This is an optimization exercise on Yosys and OpenROAD, whose aim is small area, not a production implementation.
In this exercise RTL edits were held to simulation tests only and were not proved equivalent to the original.
The flow treats the clock pin as an ideal source, which a real chip does not have.
Power and IR drop assume default switching activity.

**flow/design.v**
```verilog
module lcd_ctrl #(
    parameter [3:0] XHI_P = 4'd0,
    parameter [6:0] XLO_P = 7'd0,
    parameter [9:0] Y_P   = 10'd0
) (
    input  wire       clk,
    input  wire       rst_n,
    output wire [3:0] xhi,
    output wire [6:0] xlo,
    output wire [9:0] y,
    output wire       de,
    output wire       hs,
    output wire       vs
);
    reg [3:0] xhi_q;
    reg [6:0] xlo_q;
    reg [9:0] y_q;
    assign xhi = xhi_q ^ XHI_P;
    assign xlo = xlo_q ^ XLO_P;
    assign y   = y_q ^ Y_P;
    wire xlo_end  = xlo[6] & xlo[5] & xlo[1] & xlo[0];           
    wire line_end = xhi[3] & xhi[1] & xlo[6] & xlo[0];           
    wire [7:0] xlo_c;
    wire [6:0] xlo_inc;
    wire [4:0] xhi_c;
    wire [3:0] xhi_inc;
    assign xlo_c[0] = 1'b1;
    assign xhi_c[0] = xlo_end;
    genvar i;
    generate
        for (i = 0; i < 7; i = i + 1) begin : g_xlo
            assign xlo_inc[i]  = xlo[i] ^ xlo_c[i];
            assign xlo_c[i+1]  = xlo[i] & xlo_c[i];
        end
        for (i = 0; i < 4; i = i + 1) begin : g_xhi
            assign xhi_inc[i]  = xhi[i] ^ xhi_c[i];
            assign xhi_c[i+1]  = xhi[i] & xhi_c[i];
        end
    endgenerate
    always @(posedge clk or negedge rst_n) begin
        if (!rst_n) begin
            xhi_q <= 4'd10 ^ XHI_P;                               
            xlo_q <= 7'd10 ^ XLO_P;
        end else begin
            xhi_q <= XHI_P ^ {xhi_inc[3] & ~line_end, xhi_inc[2],
                    xhi_inc[1] & ~line_end, xhi_inc[0]};
            xlo_q <= XLO_P ^ {xlo_inc[6] & ~(xlo_end | line_end),
                    xlo_inc[5] & ~xlo_end,
                    xlo_inc[4:3],
                    xlo_inc[2] & ~xlo_end,
                    xlo_inc[1] & ~line_end,
                    xlo_inc[0]};
        end
    end
    wire h_end     = xhi[3] & xhi[1] & ~xlo[6] & ~xlo[5] & ~xlo[4] &
                     xlo[3] & ~xlo[2] & ~xlo[1] & xlo[0];          
    wire frame_end = y[9] & y[2] & y[1] & y[0];                   
    wire y_wrap    = h_end & frame_end;
    wire [10:0] y_c;
    wire [9:0]  y_inc;
    assign y_c[0] = h_end;
    generate
        for (i = 0; i < 10; i = i + 1) begin : g_y
            assign y_inc[i] = y[i] ^ y_c[i];
            assign y_c[i+1] = y[i] & y_c[i];
        end
    endgenerate
    always @(posedge clk or negedge rst_n) begin
        if (!rst_n)
            y_q <= 10'd493 ^ Y_P;                                 
        else
            y_q <= Y_P ^ {y_inc[9] & ~y_wrap, y_inc[8:4], y_inc[3] & ~y_wrap, y_inc[2:0]};
    end
    wire h_sync = xhi[3] & xhi[1] & ~xlo[6] & ~xlo[5] &
                  ((~xlo[4] & xlo[3] & (xlo[2] | xlo[1])) | (xlo[4] & ~xlo[3] & ~xlo[2]));
    wire v_sync = ~y[9] & y[8] & y[7] & y[6] & y[5] &
                  ((~y[4] & y[3] & y[2] & (y[1] | y[0])) |
                   (y[4] & ~y[3] & ~y[2] & ~y[1] & ~y[0]));
    assign hs = ~h_sync;
    assign vs = ~v_sync;
    assign de = ~xhi[3] & ~y[9] & ~(y[8] & y[7] & y[6] & y[5]);
endmodule
module lcd_data #(
    parameter [2:0]  PH_P  = 3'd0,
    parameter [19:0] S_P   = 20'd0,
    parameter [18:1] ACC_P = 18'd0
) (
    input  wire        clk,
    input  wire        rst_n,
    input  wire [3:0]  xhi,
    input  wire        x0,
    input  wire [9:0]  y,
    input  wire        de,
    output wire [4:0]  r,
    output wire [5:0]  g,
    output wire [4:0]  b
);
    localparam [19:0] S_LAST  = 20'b10001111111110000001;
    localparam [19:0] S_JUMP  = 20'b00100000000100000010;
    localparam [19:0] S_JUMP0 = 20'b00000000000000000010;
    reg  [2:0]  ph_q;
    reg  [19:0] s_q;
    wire [2:0]  ph = ph_q ^ PH_P;
    wire [19:0] s  = s_q ^ S_P;
    wire s_last = (s == S_LAST);
    wire s_fb   = ~(s[19] ^ s[16]);
    wire [3:0] ph_c;
    wire [2:0] ph_inc;
    assign ph_c[0] = s_last;
    genvar i;
    generate
        for (i = 0; i < 3; i = i + 1) begin : g_ph
            assign ph_inc[i] = ph[i] ^ ph_c[i];
            assign ph_c[i+1] = ph[i] & ph_c[i];
        end
    endgenerate
    always @(posedge clk or negedge rst_n) begin
        if (!rst_n) begin
            ph_q <= 3'd7 ^ PH_P;                                 
            s_q  <= S_LAST ^ S_P;
        end else begin
            ph_q <= ph_inc ^ PH_P;
            s_q  <= S_P ^ {s[18:0], s_fb} ^ (s_last ? ((ph == 3'd7) ? S_JUMP0 : S_JUMP) : 20'd0);
        end
    end
    wire        p0 = x0 & y[0];
    reg  [18:1] acc_q;
    wire [18:1] acc_r = acc_q ^ ACC_P;
    wire [18:0] acc = {acc_r, p0};
    wire [19:1] acc_c;
    wire [18:1] acc_sum;
    assign acc_c[1] = p0;
    generate
        for (i = 1; i < 9; i = i + 1) begin : g_acc_fa
            assign acc_sum[i]  = acc[i] ^ y[i] ^ acc_c[i];
            assign acc_c[i+1]  = (acc[i] & y[i]) | (acc_c[i] & (acc[i] ^ y[i]));
        end
        for (i = 9; i < 19; i = i + 1) begin : g_acc_ha
            assign acc_sum[i]  = acc[i] ^ acc_c[i];
            assign acc_c[i+1]  = acc[i] & acc_c[i];
        end
    endgenerate
    always @(posedge clk)
        acc_q <= ACC_P ^ (acc_sum & {18{~xhi[3]}});
    wire [6:0] yy = y[8:2];
    wire hr = (yy < 7'd15) | ((yy >= 7'd45) & (yy < 7'd60)) | ((yy >= 7'd75) & (yy < 7'd105));
    wire hg = ((yy >= 7'd15) & (yy < 7'd30)) | ((yy >= 7'd45) & (yy < 7'd60)) |
              ((yy >= 7'd75) & (yy < 7'd90)) | (yy >= 7'd105);
    wire hb = ((yy >= 7'd30) & (yy < 7'd60)) | (yy >= 7'd90);
    wire ph0 = (ph == 3'd0);
    wire ph1 = (ph == 3'd1);
    wire ph2 = (ph == 3'd2);
    wire ph3 = (ph == 3'd3);
    wire ph4 = (ph == 3'd4);
    wire ph5 = (ph == 3'd5);
    wire ph6 = (ph == 3'd6);
    wire ph7 = (ph == 3'd7);
    wire cr = ph7 | (ph3 & ~(xhi[2] ^ xhi[1] ^ xhi[0])) | (ph4 & ~xhi[2] & hr);
    wire cg = ph0 | ph6 | (ph3 & xhi[0]) | (ph4 & (xhi[2] | hg));
    wire cb = ph0 | ph5 | (ph3 & xhi[1]) | (ph4 & (xhi[2] | hb));
    lcd_out lcd_out_inst (
        .mul  (de & ph1),
        .gray (de & ph2),
        .cr   (de & cr),
        .cg   (de & cg),
        .cb   (de & cb),
        .acc  (acc),
        .y    (y[5:0]),
        .r    (r),
        .g    (g),
        .b    (b)
    );
endmodule
module lcd_out (
    input  wire        mul,
    input  wire        gray,
    input  wire        cr,
    input  wire        cg,
    input  wire        cb,
    input  wire [18:0] acc,
    input  wire [5:0]  y,
    output wire [4:0]  r,
    output wire [5:0]  g,
    output wire [4:0]  b
);
    assign r = ({5{mul}} & {2'b00, acc[18:16]}) | ({5{gray}} & y[4:0]) | {5{cr}};
    assign g = ({6{mul}} & acc[13:8])          | ({6{gray}} & y[5:0]) | {6{cg}};
    assign b = ({5{mul}} & acc[4:0])           | ({5{gray}} & y[4:0]) | {5{cb}};
endmodule
module rgblcd_top (
        input           clk,
        input           rst_n,
        output [4:0]    LCD_R,
        output [5:0]    LCD_G,
        output [4:0]    LCD_B,
        output          lcd_de,
        output          lcd_hsync,
        output          lcd_vsync,
        output          lcd_bl
    );
    localparam [17:0] R_START  = 18'b101001010110111110;
    localparam [17:0] R_END_LO = 18'b011100001011111111;
    localparam [17:0] R_END_HI = 18'b010100101011011111;
    localparam [17:0] R_JUMP   = 18'b000000010010000000;
    localparam [17:0] RS_P = 18'b101001010110111110;
    reg         bl;
    reg  [17:0] rs_q;
    wire [17:0] rs = rs_q ^ RS_P;
    wire r_end = (rs == (bl ? R_END_HI : R_END_LO));
    wire r_fb  = ~(rs[17] ^ rs[6]);
    always @(posedge clk or negedge rst_n) begin
        if (!rst_n) begin
            bl <= 1'b0;
            rs_q <= R_START ^ RS_P;
        end else begin
            bl <= bl ^ r_end;
            rs_q <= RS_P ^ {rs[16:0], r_fb} ^ ((r_end & ~bl) ? R_JUMP : 18'd0);
        end
    end
    assign lcd_bl = bl;
    wire [3:0] xhi;
    wire [6:0] xlo;
    wire [9:0] y;
    lcd_ctrl #(
        .XHI_P (4'd10),
        .XLO_P (7'd10),
        .Y_P   (10'd493)
    ) lcd_ctrl_inst (
        .clk   (clk),
        .rst_n (rst_n),
        .xhi   (xhi),
        .xlo   (xlo),
        .y     (y),
        .de    (lcd_de),
        .hs    (lcd_hsync),
        .vs    (lcd_vsync)
    );
    lcd_data #(
        .PH_P  (3'd7),
        .S_P   (20'b10001111111110000001),
        .ACC_P (18'd0)
    ) lcd_data_inst (
        .clk   (clk),
        .rst_n (rst_n),
        .xhi   (xhi),
        .x0    (xlo[0]),
        .y     (y),
        .de    (lcd_de),
        .r     (LCD_R),
        .g     (LCD_G),
        .b     (LCD_B)
    );
endmodule
```
**flow/flow/run.sh**
```bash
#!/bin/bash
# Standard ORFS layout, with three changes to how cells are chosen:
#  - synthesis maps logic with an area-oriented ABC script (abc_area.script
#    here) and without the full/half-adder extraction;
#  - input and output ports are buffered with buf_1;
#  - clock tree synthesis uses small clock buffers and no dummy loads.
set -euo pipefail
W=$PWD
rm -rf "$W/scripts_mod"
cp -r "$FLOW_HOME/scripts" "$W/scripts_mod"
cp "$W/flow/abc_area.script" "$W/scripts_mod/abc_area.script"
export SCRIPTS_DIR="$W/scripts_mod"
export ADDER_MAP_FILE=
export BUFFER_PORTS_ARGS="-buffer_cell sky130_fd_sc_hd__buf_1"
export CTS_ARGS="-sink_clustering_enable -repair_clock_nets -dont_use_dummy_load -root_buf sky130_fd_sc_hd__clkbuf_8 -buf_list {sky130_fd_sc_hd__clkbuf_8} -sink_clustering_size 40 -sink_clustering_max_diameter 300 -sink_clustering_levels 1"
bash standard.sh > "$W/standard.log" 2>&1
```
**flow/flow/abc_area.script**
```
strash
&get -n
&deepsyn -J 100 -T 300
&put
dch -f
amap -m
topo
```
**flow/standard.sh**
```bash
#!/bin/bash
# synth_recipe.tcl (not shown) runs the flow's synth.tcl, then flattens the netlist and writes it again
# the make line also repeats each setting of config.mk as NAME=value (left out here)
make -C /OpenROAD-flow-scripts/flow DESIGN_CONFIG=/design/flow/config.mk WORK_HOME=/design/flow/orfs CLKGATE_MAP_FILE= SYNTH_SCRIPT=/design/flow/synth_recipe.tcl "${@:-finish}"
```
**flow/config.mk**
```make
export PLATFORM = sky130hd
export DESIGN_NAME = rgblcd_top
export DESIGN_NICKNAME = rgblcd_top
export VERILOG_FILES = /design/flow/design.v
export SDC_FILE = /design/flow/constraint.sdc
export NUM_CORES = 4
export LEC_CHECK = 0
export ABC_AREA = 1
export CAP_MARGIN = 20
export CORE_MARGIN = 2
export CORE_UTILIZATION = 40
export SLEW_MARGIN = 20
```
**flow/constraint.sdc**
```tcl
create_clock -name core_clock -period 10.0 [get_ports {clk}]
set_input_delay 2.0000 -clock core_clock [delete_from_list [all_inputs] [get_ports {clk}]]
set_output_delay 2.0000 -clock core_clock [all_outputs]
set_load 0.01 [all_outputs]
```
==> results of run 1 <==
-- final cells by class --
class / count / area [sq um] / area share, %
repair buffers: 23 / 95.1 / 2.63
clock buffers: 9 / 124 / 3.43
multi-input cells: 212 / 1130 / 31.4
inverters: 52 / 195 / 5.40
well taps: 102 / 128 / 3.53
flip-flops and latches: 81 / 1940 / 53.6
-- cells by family after synthesis --
family                 share of synthesized area [%]
DFF                                             59.3
buffers and inverters                           5.98
AOI/OAI and AO/OA                               18.0
and+or+nand+nor                                 16.7
-- per-layer routing --
layer  vias up  wire length, microns  GRT usage [%]
met5         -                     0              0
met4         0                   119           7.61
met3        12                   143           3.19
li1       1251                     -              -
met1      1157                  3210           22.0
met2        23                  2700           23.3
-- report_power, final --
part             total, W  leakage (nW)  internal, W  switching, W
clock network    0.000178        0.0647    0.0000804     0.0000975
registers        0.000326         0.953     0.000326             0
logic          0.00000509         0.563  0.000000388    0.00000470
-- flip-flops by register name (all words and copies together), names as in the netlist --
signal               cells
lcd_ctrl_inst.xlo_q      7
rs_q                    18
lcd_ctrl_inst.xhi_q      4
lcd_data_inst.acc_q     18
lcd_data_inst.s_q       20
lcd_ctrl_inst.y_q       10
bl                       1
lcd_data_inst.ph_q       3
-- critical path, cell delays in order (launching register included) --
cell and delay [ns]:
sky130_fd_sc_hd__dfrtp_1 0.39, sky130_fd_sc_hd__clkinv_1 0.45, sky130_fd_sc_hd__nor3_1 0.62, sky130_fd_sc_hd__nand2_1 0.21
sky130_fd_sc_hd__o32ai_1 0.72, sky130_fd_sc_hd__a211o_1 0.19, sky130_fd_sc_hd__buf_1 0.15
-- worst paths after layout --
check / slack (ns) / endpoint / cells past startpoint
min reg2reg: 0.37 / lcd_data_inst.s_q[3] / 0
max reg2reg: 5.63 / lcd_data_inst.acc_q[18] / 28
min in group asynchronous: 1.81 / bl / 2
max: 4.94 / LCD_B[1] / 6
max in group asynchronous: 7.65 / lcd_ctrl_inst.y_q[4] / 2
min: 0.37 / lcd_data_inst.s_q[3] / 0
-- cells in the mapped netlist, types with 2 or more instances --
| master | instances |
|---|---|
| sky130_fd_sc_hd__o32ai_1 | 2 |
| sky130_fd_sc_hd__and2_0 | 2 |
| sky130_fd_sc_hd__or2_0 | 7 |
| sky130_fd_sc_hd__nor4_1 | 5 |
| sky130_fd_sc_hd__o21bai_1 | 2 |
| sky130_fd_sc_hd__a21oi_1 | 22 |
| sky130_fd_sc_hd__or4_1 | 5 |
| sky130_fd_sc_hd__a211oi_1 | 16 |
| sky130_fd_sc_hd__a211o_1 | 13 |
| sky130_fd_sc_hd__nor3_1 | 14 |
| sky130_fd_sc_hd__o21ai_0 | 25 |
| sky130_fd_sc_hd__clkinv_1 | 52 |
| sky130_fd_sc_hd__nor2_1 | 48 |
| sky130_fd_sc_hd__nand2_1 | 30 |
| sky130_fd_sc_hd__o22ai_1 | 3 |
| sky130_fd_sc_hd__o21a_1 | 3 |
| sky130_fd_sc_hd__nand3_1 | 2 |
| sky130_fd_sc_hd__dfxtp_1 | 18 |
| sky130_fd_sc_hd__nand4_1 | 2 |
| sky130_fd_sc_hd__dfrtp_1 | 63 |
-- per-stage QoR --
stage	instance area (sq um)	hold slack [ns]	cells	setup slack, ns
finish	3610	0.371	479	4.94
global route	3610	0.385	479	4.73
CTS	3610	0.374	479	4.91
detailed placement	3490	0.355	470	5.29
global placement	3490	0.352	470	5.47
floorplan	3270	0.346	345	5.47
==> report_table.html, run 1 <==
<table>
<tr><th>Metric</th><th>Value</th></tr>
<tr><th colspan="2">Floorplanning</th></tr>
<tr><td>Top-level port count</td><td>22</td></tr>
<tr><td>Width of the die</td><td>94.4 microns</td></tr>
<tr><td>Die Y-Extent</td><td>94.4 microns</td></tr>
<tr><td>Number of placement rows</td><td>32</td></tr>
<tr><td>Starting density of the core</td><td>41.8%</td></tr>
<tr><td>Total die area</td><td>8900 sq um</td></tr>
<tr><td>Core outline area</td><td>7810 sq um</td></tr>
<tr><th colspan="2">Timing</th></tr>
<tr><td>Highest Clock Rate</td><td>198 MHz</td></tr>
<tr><td>Worst max-slew margin expressed relative to the limit</td><td>48.0%</td></tr>
<tr><td>Post-route fraction of the period consumed by the critical path</td><td>50.6%</td></tr>
<tr><td>Final Max Slew Viols</td><td>0</td></tr>
<tr><td>Tightest Pin Transition</td><td>0.780 ns</td></tr>
<tr><td>Post-route clock skew</td><td>0.0156 ns</td></tr>
<tr><td>TNS Setup</td><td>0 ns</td></tr>
<tr><td>Final setup viols</td><td>0</td></tr>
<tr><td>Final Hold Viols</td><td>0</td></tr>
<tr><td>RSZ-0062 raised after global routing</td><td>no</td></tr>
<tr><td>Time the final worst path needs with I/O delays and setup</td><td>5.06 ns</td></tr>
<tr><th colspan="2">Clock tree</th></tr>
<tr><td>Post-cts hold buffer count</td><td>0</td></tr>
<tr><td>Cell at the root of the clock tree</td><td>sky130_fd_sc_hd__clkbuf_8</td></tr>
<tr><td>Number of cells upsized or downsized after cts</td><td>0</td></tr>
<tr><td>Clock tree from TritonCTS</td><td>yes</td></tr>
<tr><td>Deepest level of the CTS H-tree</td><td>3</td></tr>
<tr><td>Clock latency at the later pin of the worst-skew pair</td><td>0.35 ns</td></tr>
<tr><td>Clk pin slew, worst setup/hold paths</td><td>0.08 ns</td></tr>
<tr><td>Post-CTS Setup Inserts</td><td>0</td></tr>
<tr><td>Total clock buffers created by CTS</td><td>9</td></tr>
<tr><td>Worst-case clock buffer depth</td><td>2</td></tr>
<tr><td>Clock sinks</td><td>81</td></tr>
<tr><th colspan="2">Cells and area</th></tr>
<tr><td>Number of antenna diodes</td><td>0</td></tr>
<tr><td>Post-synthesis to final-layout area growth</td><td>10.6%</td></tr>
<tr><td>Top library cells by usage in the layout, fill and taps aside</td><td>sky130_fd_sc_hd__dfrtp_1, sky130_fd_sc_hd__clkinv_1, sky130_fd_sc_hd__nor2_1</td></tr>
<tr><td>Most common library cell in the layout ignoring fill and taps</td><td>sky130_fd_sc_hd__dfrtp_1</td></tr>
<tr><td>Share of post-route cells with drive strength above 1</td><td>3.18%</td></tr>
<tr><td>Final core utilization</td><td>46.3%</td></tr>
<tr><td>Count of nets after finishing</td><td>381</td></tr>
<tr><td>Fill count</td><td>758</td></tr>
<tr><th colspan="2">Power and ir drop</th></tr>
<tr><td>Pwr/cell area</td><td>141 nW/um^2</td></tr>
<tr><td>Cell leakage power</td><td>1.58 nW</td></tr>
<tr><td>Tot Pwr</td><td>0.000509 W</td></tr>
<tr><td>Maximum vdd ir drop</td><td>0.0789 mV</td></tr>
<tr><th colspan="2">Logic synthesis</th></tr>
<tr><td>Synth Register Bits</td><td>81</td></tr>
<tr><td>Unique cell type count in the Yosys netlist</td><td>31</td></tr>
<tr><td>Top flip-flop cell by instance count after synthesis</td><td>sky130_fd_sc_hd__dfrtp_1</td></tr>
<tr><td>Mean cell area of the mapped netlist</td><td>9.47 sq um</td></tr>
<tr><td>Sequential fraction of the synthesis area</td><td>59.3%</td></tr>
<tr><td>Ys async rst share</td><td>77.8%</td></tr>
<tr><td>Total number of yosys warnings</td><td>3</td></tr>
<tr><td>Top cell type's share of synthesized area</td><td>48.3%</td></tr>
<tr><td>Library cell with the largest summed area after synthesis</td><td>sky130_fd_sc_hd__dfrtp_1</td></tr>
<tr><td>Cell types occupying the most area after synthesis</td><td>sky130_fd_sc_hd__dfrtp_1, sky130_fd_sc_hd__dfxtp_1, sky130_fd_sc_hd__clkinv_1</td></tr>
<tr><td>Number of synthesized flops with an enable pin</td><td>0</td></tr>
<tr><td>Cell count after synthesis</td><td>345</td></tr>
<tr><td>Total nets after synthesis</td><td>347</td></tr>
<tr><td>Post-synthesis cell area</td><td>3270 sq um</td></tr>
<tr><th colspan="2">Setup path</th></tr>
<tr><td>Reg2reg start</td><td>lcd_ctrl_inst.xlo_q[0]</td></tr>
<tr><td>Data required time at the worst endpoint</td><td>8.00 ns</td></tr>
<tr><td>Startpoint kind of the worst setup timing path</td><td>flop</td></tr>
<tr><td>Arrival @ worst endpoint</td><td>3.06 ns</td></tr>
<tr><td>Highest fanout seen on the critical path</td><td>17</td></tr>
<tr><td>CP Launch Point</td><td>lcd_ctrl_inst.xhi_q[3]</td></tr>
<tr><td>Critical path class</td><td>flop to primary output</td></tr>
<tr><td>CP Capture Type</td><td>primary output</td></tr>
<tr><th colspan="2">Detailed routing</th></tr>
<tr><td>Vias post-DR</td><td>2443</td></tr>
<tr><td>Number of remaining DRC errors</td><td>0</td></tr>
<tr><td>Via-per-instance ratio</td><td>5.10</td></tr>
<tr><td>Number of DRC markers in iteration 0</td><td>88</td></tr>
<tr><td>Count of TritonRoute iterations in the first routing pass</td><td>4</td></tr>
<tr><td>WL final</td><td>6.18 mm</td></tr>
<tr><td>Post-DRT Antenna Nets</td><td>0</td></tr>
<tr><td>Avg WL per Cell</td><td>12.9 microns</td></tr>
<tr><th colspan="2">Hold path</th></tr>
<tr><td>Class of the tightest hold or removal check</td><td>flop to flop</td></tr>
<tr><td>Start point of the worst hold path</td><td>lcd_data_inst.s_q[2]</td></tr>
<tr><th colspan="2">Global routing</th></tr>
<tr><td>Remaining global-route overflow</td><td>0</td></tr>
<tr><td>Largest net degree at the start of global routing</td><td>64</td></tr>
<tr><td>GRT Overall Usage</td><td>15.7%</td></tr>
<tr><td>Global-route wire length before repair</td><td>10.8 mm</td></tr>
<tr><td>Initial antenna violation count</td><td>0</td></tr>
<tr><td>Vias in the first global route</td><td>2335</td></tr>
<tr><th colspan="2">Job</th></tr>
<tr><td>Total of max-cap violations</td><td>0</td></tr>
<tr><th colspan="2">Placed design</th></tr>
<tr><td>IO buf count</td><td>21</td></tr>
<tr><td>Final weighted congestion in routability-driven placement</td><td>0.836</td></tr>
<tr><td>Detailed-placement wirelength estimate</td><td>4.49 mm</td></tr>
<tr><th colspan="2">Outcome</th></tr>
<tr><td>Run status</td><td>no timing/DRC/antenna violations</td></tr>
</table>
==> run 2: changes to the inputs <==
--- a/flow/flow/run.sh
+++ b/flow/flow/run.sh
@@ -13,4 +13,4 @@
 export ADDER_MAP_FILE=
 export BUFFER_PORTS_ARGS="-buffer_cell sky130_fd_sc_hd__buf_1"
-export CTS_ARGS="-sink_clustering_enable -repair_clock_nets -dont_use_dummy_load -root_buf sky130_fd_sc_hd__clkbuf_8 -buf_list {sky130_fd_sc_hd__clkbuf_8} -sink_clustering_size 40 -sink_clustering_max_diameter 300 -sink_clustering_levels 1"
+export CTS_ARGS="-repair_clock_nets -dont_use_dummy_load -root_buf sky130_fd_sc_hd__clkbuf_8 -buf_list {sky130_fd_sc_hd__clkbuf_8} -distance_between_buffers 400 -branching_point_buffers_distance 400"
 bash standard.sh > "$W/standard.log" 2>&1
==> run 2 against run 1 <==
Worst setup slack is the same. Final area is the same. Maximum frequency is the same. Sequential power is essentially flat. Register-to-register slack is essentially flat. Critical path type unchanged. Clock skew is the same. Still clean. Via count is the same.
==> report_table.html, run 2 <==
<table>
<tr><th>Metric</th><th>Value</th></tr>
<tr><th colspan="2">Clock tree</th></tr>
<tr><td>Post-CTS Setup Inserts</td><td>0</td></tr>
<tr><td>Clk pin slew, worst setup/hold paths</td><td>0.08 ns</td></tr>
<tr><td>Clock sinks</td><td>81</td></tr>
<tr><td>Post-cts hold buffer count</td><td>0</td></tr>
<tr><td>Clock latency at the later pin of the worst-skew pair</td><td>0.35 ns</td></tr>
<tr><td>Cell at the root of the clock tree</td><td>sky130_fd_sc_hd__clkbuf_8</td></tr>
<tr><td>Deepest level of the CTS H-tree</td><td>3</td></tr>
<tr><td>Clock tree from TritonCTS</td><td>yes</td></tr>
<tr><td>Worst-case clock buffer depth</td><td>2</td></tr>
<tr><td>Total clock buffers created by CTS</td><td>9</td></tr>
<tr><td>Number of cells upsized or downsized after cts</td><td>0</td></tr>
<tr><th colspan="2">Logic synthesis</th></tr>
<tr><td>Library cell with the largest summed area after synthesis</td><td>sky130_fd_sc_hd__dfrtp_1</td></tr>
<tr><td>Total nets after synthesis</td><td>347</td></tr>
<tr><td>Total number of yosys warnings</td><td>3</td></tr>
<tr><td>Sequential fraction of the synthesis area</td><td>59.3%</td></tr>
<tr><td>Xor and xnor area share after synthesis</td><td>0%</td></tr>
<tr><td>Mean cell area of the mapped netlist</td><td>9.47 sq um</td></tr>
<tr><td>Number of synthesized flops with an enable pin</td><td>0</td></tr>
<tr><td>Top cells by count, synth</td><td>sky130_fd_sc_hd__dfrtp_1, sky130_fd_sc_hd__clkinv_1, sky130_fd_sc_hd__nor2_1</td></tr>
<tr><td>Synth Register Bits</td><td>81</td></tr>
<tr><td>Post-Synth Adder-Cell Area</td><td>0%</td></tr>
<tr><td>Cell types occupying the most area after synthesis</td><td>sky130_fd_sc_hd__dfrtp_1, sky130_fd_sc_hd__dfxtp_1, sky130_fd_sc_hd__clkinv_1</td></tr>
<tr><td>Top flip-flop cell by instance count after synthesis</td><td>sky130_fd_sc_hd__dfrtp_1</td></tr>
<tr><td>Cell count after synthesis</td><td>345</td></tr>
<tr><td>Count leader, synth</td><td>sky130_fd_sc_hd__dfrtp_1</td></tr>
<tr><td>Ys async rst share</td><td>77.8%</td></tr>
<tr><td>Post-synthesis cell area</td><td>3270 sq um</td></tr>
<tr><td>Unique cell type count in the Yosys netlist</td><td>31</td></tr>
<tr><td>Top cell type's share of synthesized area</td><td>48.3%</td></tr>
<tr><td>Compound-cell area share of the yosys netlist</td><td>18.0%</td></tr>
<tr><td>Proportion of synthesized area in mux cells</td><td>0%</td></tr>
<tr><td>Dominant combinational cell family by area after synthesis</td><td>compound AO/OA/AOI/OAI gates</td></tr>
<tr><td>Simple logic cell fraction of the synthesized area</td><td>16.7%</td></tr>
<tr><th colspan="2">Power and ir drop</th></tr>
<tr><td>Clock share of power</td><td>34.9%</td></tr>
<tr><td>Cell leakage power</td><td>1.58 nW</td></tr>
<tr><td>Maximum vdd ir drop</td><td>0.0789 mV</td></tr>
<tr><td>Switching share of power</td><td>20.1%</td></tr>
<tr><td>Net Switching</td><td>0.000102 W</td></tr>
<tr><td>Gate power share</td><td>1.0%</td></tr>
<tr><td>Tot Pwr</td><td>0.000509 W</td></tr>
<tr><td>Fraction of power consumed by sequential logic</td><td>64.1%</td></tr>
<tr><td>Int Pwr</td><td>0.000407 W</td></tr>
<tr><td>Pwr/cell area</td><td>141 nW/um^2</td></tr>
<tr><th colspan="2">Detailed routing</th></tr>
<tr><td>Number of DRC markers in iteration 0</td><td>88</td></tr>
<tr><td>Post-DRT Antenna Nets</td><td>0</td></tr>
<tr><td>Number of remaining DRC errors</td><td>0</td></tr>
<tr><td>Avg WL per Cell</td><td>12.9 microns</td></tr>
<tr><td>WL final</td><td>6.18 mm</td></tr>
<tr><td>Vias post-DR</td><td>2443</td></tr>
<tr><td>Count of TritonRoute iterations in the first routing pass</td><td>4</td></tr>
<tr><td>Via-per-instance ratio</td><td>5.10</td></tr>
<tr><th colspan="2">Floorplanning</th></tr>
<tr><td>Die Y-Extent</td><td>94.4 microns</td></tr>
<tr><td>Top-level port count</td><td>22</td></tr>
<tr><td>Number of placement rows</td><td>32</td></tr>
<tr><td>Total die area</td><td>8900 sq um</td></tr>
<tr><td>Core outline area</td><td>7810 sq um</td></tr>
<tr><td>Width of the die</td><td>94.4 microns</td></tr>
<tr><td>Starting density of the core</td><td>41.8%</td></tr>
<tr><th colspan="2">Cells and area</th></tr>
<tr><td>Final core utilization</td><td>46.3%</td></tr>
<tr><td>Most common library cell in the layout ignoring fill and taps</td><td>sky130_fd_sc_hd__dfrtp_1</td></tr>
<tr><td>Count of nets after finishing</td><td>381</td></tr>
<tr><td>Top flop regs</td><td>lcd_data_inst.s_q: 20 flops, lcd_data_inst.acc_q: 18 flops, rs_q: 18 flops</td></tr>
<tr><td>Post-synthesis to final-layout area growth</td><td>10.6%</td></tr>
<tr><td>Share of post-route cells with drive strength above 1</td><td>3.18%</td></tr>
<tr><td>Flip-flop count of the largest register, all copies and words added</td><td>20</td></tr>
<tr><td>Top library cells by usage in the layout, fill and taps aside</td><td>sky130_fd_sc_hd__dfrtp_1, sky130_fd_sc_hd__clkinv_1, sky130_fd_sc_hd__nor2_1</td></tr>
<tr><td>Number of antenna diodes</td><td>0</td></tr>
<tr><td>Final std cell area, no fill</td><td>3610 sq um</td></tr>
<tr><td>Register with the most flip-flops</td><td>lcd_data_inst.s_q</td></tr>
<tr><th colspan="2">Setup path</th></tr>
<tr><td>Arrival @ worst endpoint</td><td>3.06 ns</td></tr>
<tr><td>Cell breakdown of the critical path</td><td>clkinv_1 -&gt; nor3_1 -&gt; nand2_1 -&gt; o32ai_1 -&gt; a211o_1 -&gt; buf_1</td></tr>
<tr><td>Worst path bufs/invs</td><td>2</td></tr>
<tr><td>Data required time at the worst endpoint</td><td>8.00 ns</td></tr>
<tr><td>Largest delay share family, worst path</td><td>compound AO/OA/AOI/OAI gates</td></tr>
<tr><td>Maximum single-stage delay on the critical path</td><td>0.72 ns</td></tr>
<tr><td>CP max stage cell</td><td>sky130_fd_sc_hd__o32ai_1</td></tr>
<tr><td>Critical path class</td><td>flop to primary output</td></tr>
<tr><td>CP Capture Type</td><td>primary output</td></tr>
<tr><td>Startpoint kind of the worst setup timing path</td><td>flop</td></tr>
<tr><td>Highest fanout seen on the critical path</td><td>17</td></tr>
<tr><th colspan="2">Timing</th></tr>
<tr><td>Slack of the critical path</td><td>4.94 ns</td></tr>
<tr><td>Post-route clock skew</td><td>0.0156 ns</td></tr>
<tr><td>Highest Clock Rate</td><td>198 MHz</td></tr>
<tr><td>Tightest Pin Transition</td><td>0.780 ns</td></tr>
<tr><td>Final Hold Viols</td><td>0</td></tr>
<tr><td>Worst max-slew margin expressed relative to the limit</td><td>48.0%</td></tr>
<tr><td>Final setup viols</td><td>0</td></tr>
<tr><td>RSZ-0062 raised after global routing</td><td>no</td></tr>
<tr><td>TNS Setup</td><td>0 ns</td></tr>
<tr><td>Time the final worst path needs with I/O delays and setup</td><td>5.06 ns</td></tr>
<tr><td>Final Max Slew Viols</td><td>0</td></tr>
<tr><td>Post-route fraction of the period consumed by the critical path</td><td>50.6%</td></tr>
<tr><th colspan="2">Global routing</th></tr>
<tr><td>Met2 Use GR</td><td>23.3%</td></tr>
<tr><td>Initial antenna violation count</td><td>0</td></tr>
<tr><td>Global-route wire length before repair</td><td>10.8 mm</td></tr>
<tr><td>Remaining global-route overflow</td><td>0</td></tr>
<tr><td>Global Route met1 Usage</td><td>22.0%</td></tr>
<tr><td>Met3 Track Usage GR</td><td>3.19%</td></tr>
<tr><td>Largest net degree at the start of global routing</td><td>64</td></tr>
<tr><td>GRT Overall Usage</td><td>15.7%</td></tr>
<tr><td>Routing layer with the top usage in global route</td><td>met2</td></tr>
<tr><td>Vias in the first global route</td><td>2335</td></tr>
<tr><th colspan="2">Job</th></tr>
<tr><td>Total of max-cap violations</td><td>0</td></tr>
<tr><th colspan="2">Placed design</th></tr>
<tr><td>Area of placed instances</td><td>3490 sq um</td></tr>
<tr><td>Final weighted congestion in routability-driven placement</td><td>0.836</td></tr>
<tr><td>IO buf count</td><td>21</td></tr>
<tr><td>Detailed-placement wirelength estimate</td><td>4.49 mm</td></tr>
<tr><td>Pre-CTS setup slack</td><td>5.29 ns</td></tr>
<tr><th colspan="2">Hold path</th></tr>
<tr><td>Class of the tightest hold or removal check</td><td>flop to flop</td></tr>
<tr><th colspan="2">Outcome</th></tr>
<tr><td>Run status</td><td>no timing/DRC/antenna violations</td></tr>
</table>
[run 2: cell counts after synthesis]
No cell type changed its count.
[run 2: power groups by stage]
| stage | Clock, W | Sequential [W] | Combinational, W |
|---|---|---|---|
| 3_3_place_gp | 0 | 0.000333 | 0.00000547 |
| 6_report | 0.000178 | 0.000326 | 0.00000509 |
| 5_1_grt | 0.000197 | 0.000326 | 0.00000632 |
| 3_5_place_dp | 0 | 0.000333 | 0.00000556 |
| 2_1_floorplan | 0 | 0.000333 | 0.000000000525 |
| 4_1_cts | 0.000186 | 0.000326 | 0.00000552 |
[run 2: worst register-to-register path: cells and delay by family, from the launching register on]
family / cells / cell delay [ns]
AO/OA/AOI/OAI: 9 / 0.87
buffers and inverters: 1 / 0.17
flip-flops: 1 / 0.39
AND/OR/NAND/NOR: 18 / 2.85
[run 2: cell type report]
type	count	area, sq um
repair buffers	23	95.1
inverters	52	195
clock buffers	9	124
flip-flops and latches	81	1940
multi-input cells	212	1130
well taps	102	128
fillers	758	4200
[run 2: kinds of logic after synthesis]
logic type	after synthesis
simple gates	120
compound gates	92
buf+inv	52
flops	81
[run 2: worst paths after layout]
| kind | start | end | slack [ns] | depth (start not counted) |
|---|---|---|---|---|
| max reg2reg | lcd_ctrl_inst.xlo_q[0] | lcd_data_inst.acc_q[18] | 5.63 | 28 |
| max | lcd_ctrl_inst.xhi_q[3] | LCD_B[1] | 4.94 | 6 |
| max in group asynchronous | rst_n | lcd_ctrl_inst.y_q[4] | 7.65 | 2 |
| min in group asynchronous | rst_n | bl | 1.81 | 2 |
| min reg2reg | lcd_data_inst.s_q[2] | lcd_data_inst.s_q[3] | 0.37 | 0 |
| min | lcd_data_inst.s_q[2] | lcd_data_inst.s_q[3] | 0.37 | 0 |
[run 2: metrics by stage]
step | instances | hold WS, ns
finish | 479 | 0.371
global route | 479 | 0.385
CTS | 479 | 0.374
detailed placement | 470 | 0.355
global placement | 470 | 0.352
floorplan | 345 | 0.346
[run 2: per-layer routing]
metal / wire, microns / vias to the layer above
met5: 0 / -
met4: 119 / 0
met3: 143 / 12
met2: 2700 / 23
met1: 3210 / 1157
li1: - / 1251
==> run 3: changes to the inputs <==
--- a/flow/design.v
+++ b/flow/design.v
@@ -203,5 +203,5 @@
     localparam [17:0] R_END_HI = 18'b010100101011011111;
     localparam [17:0] R_JUMP   = 18'b000000010010000000;
-    localparam [17:0] RS_P = 18'b101001010110111110;
+    localparam [17:0] RS_P = 18'd0;
     reg         bl;
     reg  [17:0] rs_q;
@@ -223,7 +223,7 @@
     wire [9:0] y;
     lcd_ctrl #(
-        .XHI_P (4'd10),
-        .XLO_P (7'd10),
-        .Y_P   (10'd493)
+        .XHI_P (4'd0),
+        .XLO_P (7'd0),
+        .Y_P   (10'd0)
     ) lcd_ctrl_inst (
         .clk   (clk),
@@ -237,6 +237,6 @@
     );
     lcd_data #(
-        .PH_P  (3'd7),
-        .S_P   (20'b10001111111110000001),
+        .PH_P  (3'd0),
+        .S_P   (20'd0),
         .ACC_P (18'd0)
     ) lcd_data_inst (
--- a/flow/flow/run.sh
+++ b/flow/flow/run.sh
@@ -13,4 +13,4 @@
 export ADDER_MAP_FILE=
 export BUFFER_PORTS_ARGS="-buffer_cell sky130_fd_sc_hd__buf_1"
-export CTS_ARGS="-repair_clock_nets -dont_use_dummy_load -root_buf sky130_fd_sc_hd__clkbuf_8 -buf_list {sky130_fd_sc_hd__clkbuf_8} -distance_between_buffers 400 -branching_point_buffers_distance 400"
+export CTS_ARGS="-sink_clustering_enable -repair_clock_nets -dont_use_dummy_load -buf_list {sky130_fd_sc_hd__clkbuf_2 sky130_fd_sc_hd__clkbuf_4 sky130_fd_sc_hd__clkbuf_8}"
 bash standard.sh > "$W/standard.log" 2>&1
==> run 3 against run 2 <==
Still clean. Sequential share of layout area increased by 0.89 points. Register-to-register slack improved by 0.23 ns. Worst setup slack improved by 0.17 ns. Final area increased by 0.66%. First-iteration DRC count increased by 14%. Total power increased by 0.13%. Clock power about the same. Via count decreased by 1.8%. Largest cell class unchanged.
==> report_table.html, run 3 <==
<table>
<tr><th>Metric</th><th>Value</th></tr>
<tr><th colspan="2">Outcome</th></tr>
<tr><td>Run status</td><td>no timing/DRC/antenna violations</td></tr>
<tr><th colspan="2">Setup path</th></tr>
<tr><td>Critical path class</td><td>flop to primary output</td></tr>
<tr><td>Arrival @ worst endpoint</td><td>2.89 ns</td></tr>
<tr><td>Startpoint kind of the worst setup timing path</td><td>flop</td></tr>
<tr><td>Minimum setup slack among reg-to-reg paths</td><td>5.86 ns</td></tr>
<tr><td>Reg2reg start</td><td>lcd_ctrl_inst.y_q[0]</td></tr>
<tr><td>Data required time at the worst endpoint</td><td>8.00 ns</td></tr>
<tr><td>Reg2reg end</td><td>lcd_data_inst.acc_q[18]</td></tr>
<tr><td>CP Capture Type</td><td>primary output</td></tr>
<tr><td>Logic depth of the worst register-to-register path</td><td>27</td></tr>
<tr><td>Highest fanout seen on the critical path</td><td>7</td></tr>
<tr><th colspan="2">Detailed routing</th></tr>
<tr><td>Vias post-DR</td><td>2400</td></tr>
<tr><td>WL final</td><td>6.03 mm</td></tr>
<tr><td>Number of remaining DRC errors</td><td>0</td></tr>
<tr><td>Count of TritonRoute iterations in the first routing pass</td><td>4</td></tr>
<tr><td>Avg WL per Cell</td><td>12.7 microns</td></tr>
<tr><td>Number of DRC markers in iteration 0</td><td>100</td></tr>
<tr><td>Via-per-instance ratio</td><td>5.04</td></tr>
<tr><td>Post-DRT Antenna Nets</td><td>0</td></tr>
<tr><th colspan="2">Floorplanning</th></tr>
<tr><td>Number of placement rows</td><td>33</td></tr>
<tr><td>Total die area</td><td>8950 sq um</td></tr>
<tr><td>Core outline area</td><td>8090 sq um</td></tr>
<tr><td>Top-level port count</td><td>22</td></tr>
<tr><td>Width of the die</td><td>94.6 microns</td></tr>
<tr><td>Starting density of the core</td><td>40.6%</td></tr>
<tr><td>Die Y-Extent</td><td>94.6 microns</td></tr>
<tr><th colspan="2">Cells and area</th></tr>
<tr><td>Register with the most flip-flops</td><td>lcd_data_inst.s_q</td></tr>
<tr><td>Final core utilization</td><td>44.9%</td></tr>
<tr><td>Most common library cell in the layout ignoring fill and taps</td><td>sky130_fd_sc_hd__nor2_1</td></tr>
<tr><td>Post-synthesis to final-layout area growth</td><td>10.7%</td></tr>
<tr><td>Number of antenna diodes</td><td>0</td></tr>
<tr><td>Area occupied by multi-input gates</td><td>1130 sq um</td></tr>
<tr><td>Top library cells by usage in the layout, fill and taps aside</td><td>sky130_fd_sc_hd__nor2_1, sky130_fd_sc_hd__clkinv_1, sky130_fd_sc_hd__dfstp_2</td></tr>
<tr><td>Combined flip-flop and latch cell area</td><td>1980 sq um</td></tr>
<tr><td>Fill count</td><td>833</td></tr>
<tr><td>Count of nets after finishing</td><td>375</td></tr>
<tr><td>Share of post-route cells with drive strength above 1</td><td>12.9%</td></tr>
<tr><td>Flip-flop count of the largest register, all copies and words added</td><td>20</td></tr>
<tr><td>Top flop regs</td><td>lcd_data_inst.s_q: 20 flops, lcd_data_inst.acc_q: 18 flops, rs_q: 18 flops</td></tr>
<tr><th colspan="2">Clock tree</th></tr>
<tr><td>Cell at the root of the clock tree</td><td>sky130_fd_sc_hd__clkbuf_8</td></tr>
<tr><td>Post-cts hold buffer count</td><td>0</td></tr>
<tr><td>Clock sinks</td><td>81</td></tr>
<tr><td>Worst-case clock buffer depth</td><td>2</td></tr>
<tr><td>Clk pin slew, worst setup/hold paths</td><td>0.08 ns</td></tr>
<tr><td>Clock latency at the later pin of the worst-skew pair</td><td>0.35 ns</td></tr>
<tr><td>Deepest level of the CTS H-tree</td><td>3</td></tr>
<tr><td>Total clock buffers created by CTS</td><td>9</td></tr>
<tr><td>Number of cells upsized or downsized after cts</td><td>0</td></tr>
<tr><td>Post-CTS Setup Inserts</td><td>0</td></tr>
<tr><td>Clock tree from TritonCTS</td><td>yes</td></tr>
<tr><th colspan="2">Hold path</th></tr>
<tr><td>Start point of the worst hold path</td><td>rs_q[7]</td></tr>
<tr><td>Number of cells on the worst hold path</td><td>0</td></tr>
<tr><td>Class of the tightest hold or removal check</td><td>flop to flop</td></tr>
<tr><td>Endpoint, Worst Hold</td><td>rs_q[8]</td></tr>
<tr><th colspan="2">Timing</th></tr>
<tr><td>Tightest Pin Transition</td><td>0.814 ns</td></tr>
<tr><td>Worst max-slew margin expressed relative to the limit</td><td>45.3%</td></tr>
<tr><td>Highest Clock Rate</td><td>205 MHz</td></tr>
<tr><td>Post-route clock skew</td><td>0.0207 ns</td></tr>
<tr><td>Time the final worst path needs with I/O delays and setup</td><td>4.89 ns</td></tr>
<tr><td>Post-route fraction of the period consumed by the critical path</td><td>48.9%</td></tr>
<tr><td>TNS Setup</td><td>0 ns</td></tr>
<tr><td>RSZ-0062 raised after global routing</td><td>no</td></tr>
<tr><td>Final Max Slew Viols</td><td>0</td></tr>
<tr><td>Final setup viols</td><td>0</td></tr>
<tr><td>Final Hold Viols</td><td>0</td></tr>
<tr><th colspan="2">Power and ir drop</th></tr>
<tr><td>Gate power share</td><td>1.0%</td></tr>
<tr><td>Cell leakage power</td><td>1.27 nW</td></tr>
<tr><td>Maximum vdd ir drop</td><td>0.0642 mV</td></tr>
<tr><td>Clock share of power</td><td>34.9%</td></tr>
<tr><td>Int Pwr</td><td>0.000408 W</td></tr>
<tr><td>Fraction of power consumed by sequential logic</td><td>64.1%</td></tr>
<tr><td>Pwr/cell area</td><td>140 nW/um^2</td></tr>
<tr><td>Switching share of power</td><td>20.0%</td></tr>
<tr><td>Net Switching</td><td>0.000102 W</td></tr>
<tr><th colspan="2">Logic synthesis</th></tr>
<tr><td>Count leader, synth</td><td>sky130_fd_sc_hd__nor2_1</td></tr>
<tr><td>Top cell type's share of synthesized area</td><td>28.8%</td></tr>
<tr><td>Ys async rst share</td><td>77.8%</td></tr>
<tr><td>Cell types occupying the most area after synthesis</td><td>sky130_fd_sc_hd__dfstp_2, sky130_fd_sc_hd__dfrtp_1, sky130_fd_sc_hd__dfxtp_1</td></tr>
<tr><td>Synth Register Bits</td><td>81</td></tr>
<tr><td>Total number of yosys warnings</td><td>3</td></tr>
<tr><td>Post-synthesis cell area</td><td>3290 sq um</td></tr>
<tr><td>Total nets after synthesis</td><td>341</td></tr>
<tr><td>Number of synthesized flops with an enable pin</td><td>0</td></tr>
<tr><td>Sequential fraction of the synthesis area</td><td>60.3%</td></tr>
<tr><td>Mean cell area of the mapped netlist</td><td>9.69 sq um</td></tr>
<tr><td>Unique cell type count in the Yosys netlist</td><td>33</td></tr>
<tr><td>Cell count after synthesis</td><td>339</td></tr>
<tr><td>Top cells by count, synth</td><td>sky130_fd_sc_hd__nor2_1, sky130_fd_sc_hd__clkinv_1, sky130_fd_sc_hd__dfstp_2</td></tr>
<tr><td>Top flip-flop cell by instance count after synthesis</td><td>sky130_fd_sc_hd__dfstp_2</td></tr>
<tr><td>Library cell with the largest summed area after synthesis</td><td>sky130_fd_sc_hd__dfstp_2</td></tr>
<tr><th colspan="2">Placed design</th></tr>
<tr><td>Detailed-placement wirelength estimate</td><td>4.39 mm</td></tr>
<tr><td>IO buf count</td><td>21</td></tr>
<tr><td>Final weighted congestion in routability-driven placement</td><td>0.798</td></tr>
<tr><th colspan="2">Global routing</th></tr>
<tr><td>GRT Overall Usage</td><td>15.2%</td></tr>
<tr><td>Vias in the first global route</td><td>2225</td></tr>
<tr><td>Initial antenna violation count</td><td>0</td></tr>
<tr><td>Largest net degree at the start of global routing</td><td>64</td></tr>
<tr><td>Remaining global-route overflow</td><td>0</td></tr>
<tr><td>Global-route wire length before repair</td><td>10.4 mm</td></tr>
<tr><th colspan="2">Job</th></tr>
<tr><td>Total of max-cap violations</td><td>0</td></tr>
</table>
-- run 3: layout make-up --
| type | count | share of cell area [%] |
|---|---|---|
| Sequential cell | 81 | 54.5 |
| Multi-Input combinational cell | 211 | 31.0 |
| Inverter | 47 | 4.85 |
| Tap cell | 105 | 3.61 |
| Clock buffer | 9 | 3.41 |
| Timing Repair Buffer | 23 | 2.62 |
-- run 3: worst max-delay path by stage --
| stage | start | endpoint | slack (ns) | depth (start not counted) |
|---|---|---|---|---|
| after floorplan | lcd_ctrl_inst.y_q[7] | LCD_R[0] | 5.46 | 7 |
| after global placement | lcd_ctrl_inst.y_q[7] | LCD_R[0] | 5.63 | 13 |
| after detailed placement | lcd_ctrl_inst.y_q[7] | LCD_R[3] | 5.53 | 12 |
| after CTS | lcd_ctrl_inst.y_q[7] | LCD_R[3] | 5.16 | 12 |
| after global routing | lcd_ctrl_inst.y_q[7] | LCD_R[0] | 4.76 | 10 |
| final | lcd_ctrl_inst.y_q[7] | LCD_R[2] | 5.11 | 10 |
-- run 3: cells by family (layout without fill, tap and decap cells) --
family,Yosys count,after routing,share of synthesized area [%]
flip-flops,81,81,60.3
AO/OA/AOI/OAI,88,88,17.8
buffers and inverters,47,79,5.37
AND/OR/NAND/NOR,123,123,16.5
-- run 3: layer usage --
layer | part of all wire [%] | wire length [microns] | vias to the layer above | global-route usage, %
met1 | 51 | 3080 | 1120 | 21.6
li1 | - | - | 1243 | -
met2 | 44 | 2650 | 23 | 21.9
met5 | 0 | 0 | - | 0
met3 | 2.1 | 126 | 14 | 2.87
met4 | 2.9 | 174 | 0 | 8.45
-- run 3: worst max-delay path, cell delays in order, from the launching register on --
cell and delay [ns]:
sky130_fd_sc_hd__dfstp_2 0.40, sky130_fd_sc_hd__clkinv_1 0.11, sky130_fd_sc_hd__nor4_1 0.08, sky130_fd_sc_hd__nor3_1 0.67
sky130_fd_sc_hd__nand3_1 0.21, sky130_fd_sc_hd__nor4_1 0.30, sky130_fd_sc_hd__a31oi_1 0.07, sky130_fd_sc_hd__a31oi_1 0.39
sky130_fd_sc_hd__nor2_1 0.07, sky130_fd_sc_hd__o21ai_0 0.08, sky130_fd_sc_hd__buf_1 0.16
-- run 3: per-stage QoR --
stage | power, W | hold WS, ns | instances | instance area, sq um | worst slack [ns]
2_1_floorplan | 0.000333 | 0.346 | 339 | 3290 | 5.46
3_3_place_gp | 0.000338 | 0.356 | 467 | 3510 | 5.63
3_5_place_dp | 0.000338 | 0.355 | 467 | 3510 | 5.53
4_1_cts | 0.000519 | 0.350 | 476 | 3640 | 5.16
5_1_grt | 0.000531 | 0.354 | 476 | 3640 | 4.76
6_report | 0.000510 | 0.355 | 476 | 3640 | 5.11
-- run 3: power groups by stage --
stage	registers [W]	clock network (W)	logic [W]
2_1_floorplan	0.000333	0	0.000000000351
6_report	0.000327	0.000178	0.00000493
5_1_grt	0.000327	0.000198	0.00000617
3_5_place_dp	0.000333	0	0.00000544
3_3_place_gp	0.000333	0	0.00000536
4_1_cts	0.000327	0.000187	0.00000539
==> run 4: changes to the inputs <==
--- a/flow/design.v
+++ b/flow/design.v
@@ -203,5 +203,5 @@
     localparam [17:0] R_END_HI = 18'b010100101011011111;
     localparam [17:0] R_JUMP   = 18'b000000010010000000;
-    localparam [17:0] RS_P = 18'd0;
+    localparam [17:0] RS_P = 18'b101001010110111110;
     reg         bl;
     reg  [17:0] rs_q;
@@ -223,7 +223,7 @@
     wire [9:0] y;
     lcd_ctrl #(
-        .XHI_P (4'd0),
-        .XLO_P (7'd0),
-        .Y_P   (10'd0)
+        .XHI_P (4'd10),
+        .XLO_P (7'd10),
+        .Y_P   (10'd493)
     ) lcd_ctrl_inst (
         .clk   (clk),
@@ -237,6 +237,6 @@
     );
     lcd_data #(
-        .PH_P  (3'd0),
-        .S_P   (20'd0),
+        .PH_P  (3'd7),
+        .S_P   (20'b10001111111110000001),
         .ACC_P (18'd0)
     ) lcd_data_inst (
==> flow/flow/run.sh (replaced) <==
#!/bin/bash
# Standard ORFS layout, with three changes to how cells are chosen:
#  - synthesis maps logic with an area-oriented ABC script (abc_area.script
#    here) and without the full/half-adder extraction;
#  - input and output ports are buffered with buf_1;
#  - clock tree synthesis uses no dummy loads, and afterwards each clock
#    buffer is made as small as the clock pins' slew allows (cts_down.tcl).
set -euo pipefail
W=$PWD
rm -rf "$W/scripts_mod"
cp -r "$FLOW_HOME/scripts" "$W/scripts_mod"
cp "$W/flow/abc_area.script" "$W/scripts_mod/abc_area.script"
export SCRIPTS_DIR="$W/scripts_mod"
export ADDER_MAP_FILE=
export BUFFER_PORTS_ARGS="-buffer_cell sky130_fd_sc_hd__buf_1"
export CTS_ARGS="-sink_clustering_enable -repair_clock_nets -dont_use_dummy_load -buf_list {sky130_fd_sc_hd__clkbuf_8}"
export FLOW_WORK="$W"
export POST_CTS_TCL="$W/flow/cts_down.tcl"
bash standard.sh > "$W/standard.log" 2>&1
==> flow/flow/cts_down.tcl (new file) <==
# After clock tree synthesis: give each clock buffer the smallest clock
# buffer that keeps every clock pin's slew under CLK_SLEW_TARGET (ns).
set target 0.095
if { [info exists ::env(CLK_SLEW_TARGET)] } { set target $::env(CLK_SLEW_TARGET) }
set log [open $::env(FLOW_WORK)/cts_down.log w]

proc clock_pin_max_slew {} {
  set worst 0.0
  foreach net [get_nets -hierarchical *clk*] {
    foreach pin [get_pins -of_objects $net -filter "direction == input"] {
      foreach prop {slew_max_rise slew_max_fall} {
        set s [get_property $pin $prop]
        if { $s > $worst } { set worst $s }
      }
    }
  }
  return $worst
}

estimate_parasitics -placement
puts $log "start: worst clock pin slew [clock_pin_max_slew]"
foreach cell [get_cells -filter "ref_name =~ sky130_fd_sc_hd__clkbuf_*"] {
  set name [get_full_name $cell]
  if { ![string match "clkbuf_*" $name] } { continue }
  set orig [get_property $cell ref_name]
  foreach smaller {sky130_fd_sc_hd__clkbuf_2 sky130_fd_sc_hd__clkbuf_4} {
    if { $smaller == $orig } { break }
    replace_cell $cell $smaller
    estimate_parasitics -placement
    set s [clock_pin_max_slew]
    if { $s <= $target } {
      puts $log "$name: $orig -> $smaller (worst slew $s)"
      set orig $smaller
      break
    }
    replace_cell $cell $orig
    estimate_parasitics -placement
  }
}
puts $log "end: worst clock pin slew [clock_pin_max_slew]"
close $log
detailed_placement
check_placement -verbose
==> run 4 against run 3 <==
Cell count grew 0.63%. Count of clock-buffer cells in the layout is the same. First-iteration DRC count shrank 12%. Non-clock buffer count is the same. Worst setup slack lost 0.17 ns.
==> report_table.html, run 4 <==
<table>
<tr><th>Metric</th><th>Value</th></tr>
<tr><th colspan="2">Timing</th></tr>
<tr><td>Tightest Pin Transition</td><td>0.780 ns</td></tr>
<tr><td>TNS Setup</td><td>0 ns</td></tr>
<tr><td>Post-route fraction of the period consumed by the critical path</td><td>50.6%</td></tr>
<tr><td>Final Hold Viols</td><td>0</td></tr>
<tr><td>Highest Clock Rate</td><td>198 MHz</td></tr>
<tr><td>RSZ-0062 raised after global routing</td><td>no</td></tr>
<tr><td>Final Max Slew Viols</td><td>0</td></tr>
<tr><td>Final setup viols</td><td>0</td></tr>
<tr><td>Post-route clock skew</td><td>0.0156 ns</td></tr>
<tr><td>Worst max-slew margin expressed relative to the limit</td><td>48.0%</td></tr>
<tr><td>Time the final worst path needs with I/O delays and setup</td><td>5.06 ns</td></tr>
<tr><td>Worst hold slack</td><td>0.371 ns</td></tr>
<tr><th colspan="2">Setup path</th></tr>
<tr><td>Highest fanout seen on the critical path</td><td>17</td></tr>
<tr><td>Critical path class</td><td>flop to primary output</td></tr>
<tr><td>CP Capture Type</td><td>primary output</td></tr>
<tr><td>Data required time at the worst endpoint</td><td>8.00 ns</td></tr>
<tr><td>Startpoint kind of the worst setup timing path</td><td>flop</td></tr>
<tr><td>Arrival @ worst endpoint</td><td>3.06 ns</td></tr>
<tr><th colspan="2">Logic synthesis</th></tr>
<tr><td>Cell types occupying the most area after synthesis</td><td>sky130_fd_sc_hd__dfrtp_1, sky130_fd_sc_hd__dfxtp_1, sky130_fd_sc_hd__clkinv_1</td></tr>
<tr><td>Count leader, synth</td><td>sky130_fd_sc_hd__dfrtp_1</td></tr>
<tr><td>Sequential fraction of the synthesis area</td><td>59.3%</td></tr>
<tr><td>Top cell type's share of synthesized area</td><td>48.3%</td></tr>
<tr><td>Top flip-flop cell by instance count after synthesis</td><td>sky130_fd_sc_hd__dfrtp_1</td></tr>
<tr><td>Library cell with the largest summed area after synthesis</td><td>sky130_fd_sc_hd__dfrtp_1</td></tr>
<tr><td>Number of synthesized flops with an enable pin</td><td>0</td></tr>
<tr><td>Post-synthesis cell area</td><td>3270 sq um</td></tr>
<tr><td>Top cells by count, synth</td><td>sky130_fd_sc_hd__dfrtp_1, sky130_fd_sc_hd__clkinv_1, sky130_fd_sc_hd__nor2_1</td></tr>
<tr><td>Mean cell area of the mapped netlist</td><td>9.47 sq um</td></tr>
<tr><td>Synth Register Bits</td><td>81</td></tr>
<tr><td>Cell count after synthesis</td><td>345</td></tr>
<tr><td>Total nets after synthesis</td><td>347</td></tr>
<tr><td>Unique cell type count in the Yosys netlist</td><td>31</td></tr>
<tr><td>Ys async rst share</td><td>77.8%</td></tr>
<tr><td>Total number of yosys warnings</td><td>3</td></tr>
<tr><th colspan="2">Clock tree</th></tr>
<tr><td>Clock sinks</td><td>81</td></tr>
<tr><td>Clock tree from TritonCTS</td><td>yes</td></tr>
<tr><td>Clk pin slew, worst setup/hold paths</td><td>0.08 ns</td></tr>
<tr><td>Clock latency at the later pin of the worst-skew pair</td><td>0.35 ns</td></tr>
<tr><th colspan="2">Placed design</th></tr>
<tr><td>IO buf count</td><td>21</td></tr>
<tr><td>Area of placed instances</td><td>3490 sq um</td></tr>
<tr><td>Final weighted congestion in routability-driven placement</td><td>0.836</td></tr>
<tr><td>Detailed-placement wirelength estimate</td><td>4.49 mm</td></tr>
<tr><th colspan="2">Global routing</th></tr>
<tr><td>Largest net degree at the start of global routing</td><td>64</td></tr>
<tr><td>Global-route wire length before repair</td><td>10.8 mm</td></tr>
<tr><td>Vias in the first global route</td><td>2335</td></tr>
<tr><td>Initial antenna violation count</td><td>0</td></tr>
<tr><td>GRT Overall Usage</td><td>15.7%</td></tr>
<tr><td>Remaining global-route overflow</td><td>0</td></tr>
<tr><th colspan="2">Detailed routing</th></tr>
<tr><td>Count of TritonRoute iterations in the first routing pass</td><td>4</td></tr>
<tr><td>Avg WL per Cell</td><td>12.9 microns</td></tr>
<tr><td>Via-per-instance ratio</td><td>5.10</td></tr>
<tr><td>Number of DRC markers in iteration 0</td><td>88</td></tr>
<tr><td>WL final</td><td>6.18 mm</td></tr>
<tr><td>Vias post-DR</td><td>2443</td></tr>
<tr><td>Number of remaining DRC errors</td><td>0</td></tr>
<tr><td>Post-DRT Antenna Nets</td><td>0</td></tr>
<tr><th colspan="2">Floorplanning</th></tr>
<tr><td>Core outline area</td><td>7810 sq um</td></tr>
<tr><td>Total die area</td><td>8900 sq um</td></tr>
<tr><td>Number of placement rows</td><td>32</td></tr>
<tr><td>Starting density of the core</td><td>41.8%</td></tr>
<tr><td>Die Y-Extent</td><td>94.4 microns</td></tr>
<tr><td>Width of the die</td><td>94.4 microns</td></tr>
<tr><td>Top-level port count</td><td>22</td></tr>
<tr><th colspan="2">Cells and area</th></tr>
<tr><td>Fill count</td><td>758</td></tr>
<tr><td>Count of nets after finishing</td><td>381</td></tr>
<tr><td>Most common library cell in the layout ignoring fill and taps</td><td>sky130_fd_sc_hd__dfrtp_1</td></tr>
<tr><td>Final std cell area, no fill</td><td>3610 sq um</td></tr>
<tr><td>Register with the most flip-flops</td><td>lcd_data_inst.s_q</td></tr>
<tr><td>Flip-flop count of the largest register, all copies and words added</td><td>20</td></tr>
<tr><td>Share of post-route cells with drive strength above 1</td><td>3.18%</td></tr>
<tr><td>Top library cells by usage in the layout, fill and taps aside</td><td>sky130_fd_sc_hd__dfrtp_1, sky130_fd_sc_hd__clkinv_1, sky130_fd_sc_hd__nor2_1</td></tr>
<tr><td>Top flop regs</td><td>lcd_data_inst.s_q: 20 flops, lcd_data_inst.acc_q: 18 flops, rs_q: 18 flops</td></tr>
<tr><td>Post-synthesis to final-layout area growth</td><td>10.6%</td></tr>
<tr><td>Number of antenna diodes</td><td>0</td></tr>
<tr><th colspan="2">Power and ir drop</th></tr>
<tr><td>Maximum vdd ir drop</td><td>0.0789 mV</td></tr>
<tr><td>Pwr/cell area</td><td>141 nW/um^2</td></tr>
<tr><td>Tot Pwr</td><td>0.000509 W</td></tr>
<tr><td>Cell leakage power</td><td>1.58 nW</td></tr>
<tr><th colspan="2">Hold path</th></tr>
<tr><td>Class of the tightest hold or removal check</td><td>flop to flop</td></tr>
<tr><th colspan="2">Outcome</th></tr>
<tr><td>Run status</td><td>no timing/DRC/antenna violations</td></tr>
<tr><th colspan="2">Job</th></tr>
<tr><td>Total of max-cap violations</td><td>0</td></tr>
</table>
==> run 4: cell types whose count changed after synthesis, moves of 5 or more <==
cell	delta
sky130_fd_sc_hd__dfrtp_1	+36
sky130_fd_sc_hd__clkinv_1	+5
sky130_fd_sc_hd__nor2_1	-10
sky130_fd_sc_hd__o21ai_0	+10
sky130_fd_sc_hd__dfstp_2	-36
==> run 4: path summary, 6_finish.rpt <==
kind	slack, ns	from	cells past startpoint	to
worst max-delay path	4.94	lcd_ctrl_inst.xhi_q[3]	6	LCD_B[1]
worst min register to register	0.37	lcd_data_inst.s_q[2]	0	lcd_data_inst.s_q[3]
worst min-delay path	0.37	lcd_data_inst.s_q[2]	0	lcd_data_inst.s_q[3]
min in group asynchronous	1.81	rst_n	2	bl
worst max register to register	5.63	lcd_ctrl_inst.xlo_q[0]	28	lcd_data_inst.acc_q[18]
max in group asynchronous	7.65	rst_n	2	lcd_ctrl_inst.y_q[4]
==> run 4: report_power, final <==
part	total, W	switching [W]	internal, W
sequential	0.000326	0	0.000326
clock	0.000178	0.0000975	0.0000804
combinational	0.00000509	0.00000470	0.000000388
==> run 4: metal layers <==
metal / track usage (%) / part of all wire [%] / up-vias
met3: 3.19 / 2.3 / 12
met4: 7.61 / 1.9 / 0
li1: - / - / 1251
met2: 23.3 / 44 / 23
met1: 22.0 / 52 / 1157
met5: 0 / 0 / -
==> run 4: area by class of cell <==
type	count	area, sq um	share of cell area, %
Inverter	52	195	5.40
Multi-Input combinational cell	212	1130	31.4
Sequential cell	81	1940	53.6
Clock buffer	9	124	3.43
Tap cell	102	128	3.53
Timing Repair Buffer	23	95.1	2.63
==> run 4: cells by family after synthesis <==
| family | count (synthesis) | synth area share, % |
|---|---|---|
| compound gates | 92 | 18.0 |
| buf+inv | 52 | 5.98 |
| flops | 81 | 59.3 |
| simple gates | 120 | 16.7 |
==> run 4: through the flow <==
stage	cells	setup slack [ns]	utilization, %
after floorplan	345	5.47	-
after global routing	479	4.73	46.3
after global placement	470	5.47	44.7
after detailed placement	470	5.29	44.7
final	479	4.94	46.3
==> run 4: worst max-delay path: stages, from the launching register on <==
cell	delay [ns]
sky130_fd_sc_hd__dfrtp_1	0.39
sky130_fd_sc_hd__clkinv_1	0.45
sky130_fd_sc_hd__nor3_1	0.62
sky130_fd_sc_hd__nand2_1	0.21
sky130_fd_sc_hd__o32ai_1	0.72
sky130_fd_sc_hd__a211o_1	0.19
sky130_fd_sc_hd__buf_1	0.15

## static timing again, ports no longer ideal
The results above use ideal ports. As a check the final layouts listed here were re-extracted and re-timed, cells and wires unchanged. Step 1 assumes that a clkbuf_16 drives the clock port and a buf_2 every other input. Step 2 adds t to the input delays and takes it off the output delays; t is the mean of the earliest and latest rising clock arrival at the registers after step 1. Input paths then give back, and output paths get back, about the clock's delay inside the block. Three values: ideal, step 1, step 2; two values: the first two.
| run | shift t [ns] | slack for setup (ns) | worst hold slack (ns) | slew at the worst register clock pin (ns) | cell pins on the clock port's net |
|---|---|---|---|---|---|
| run 1 | 0.365 | 4.940 / 4.911 / 5.276 | 0.371 / 0.371 / 0.371 | 0.08 / 0.08 | 1 |
| run 2 | 0.365 | 4.940 / 4.911 / 5.276 | 0.371 / 0.371 / 0.371 | 0.08 / 0.08 | 1 |
| run 3 | 0.369 | 5.112 / 5.081 / 5.450 | 0.355 / 0.355 / 0.355 | 0.08 / 0.08 | 1 |
| run 4 | 0.365 | 4.940 / 4.911 / 5.276 | 0.371 / 0.371 / 0.371 | 0.08 / 0.08 | 1 |
After both steps setup and hold are still met in every run listed.
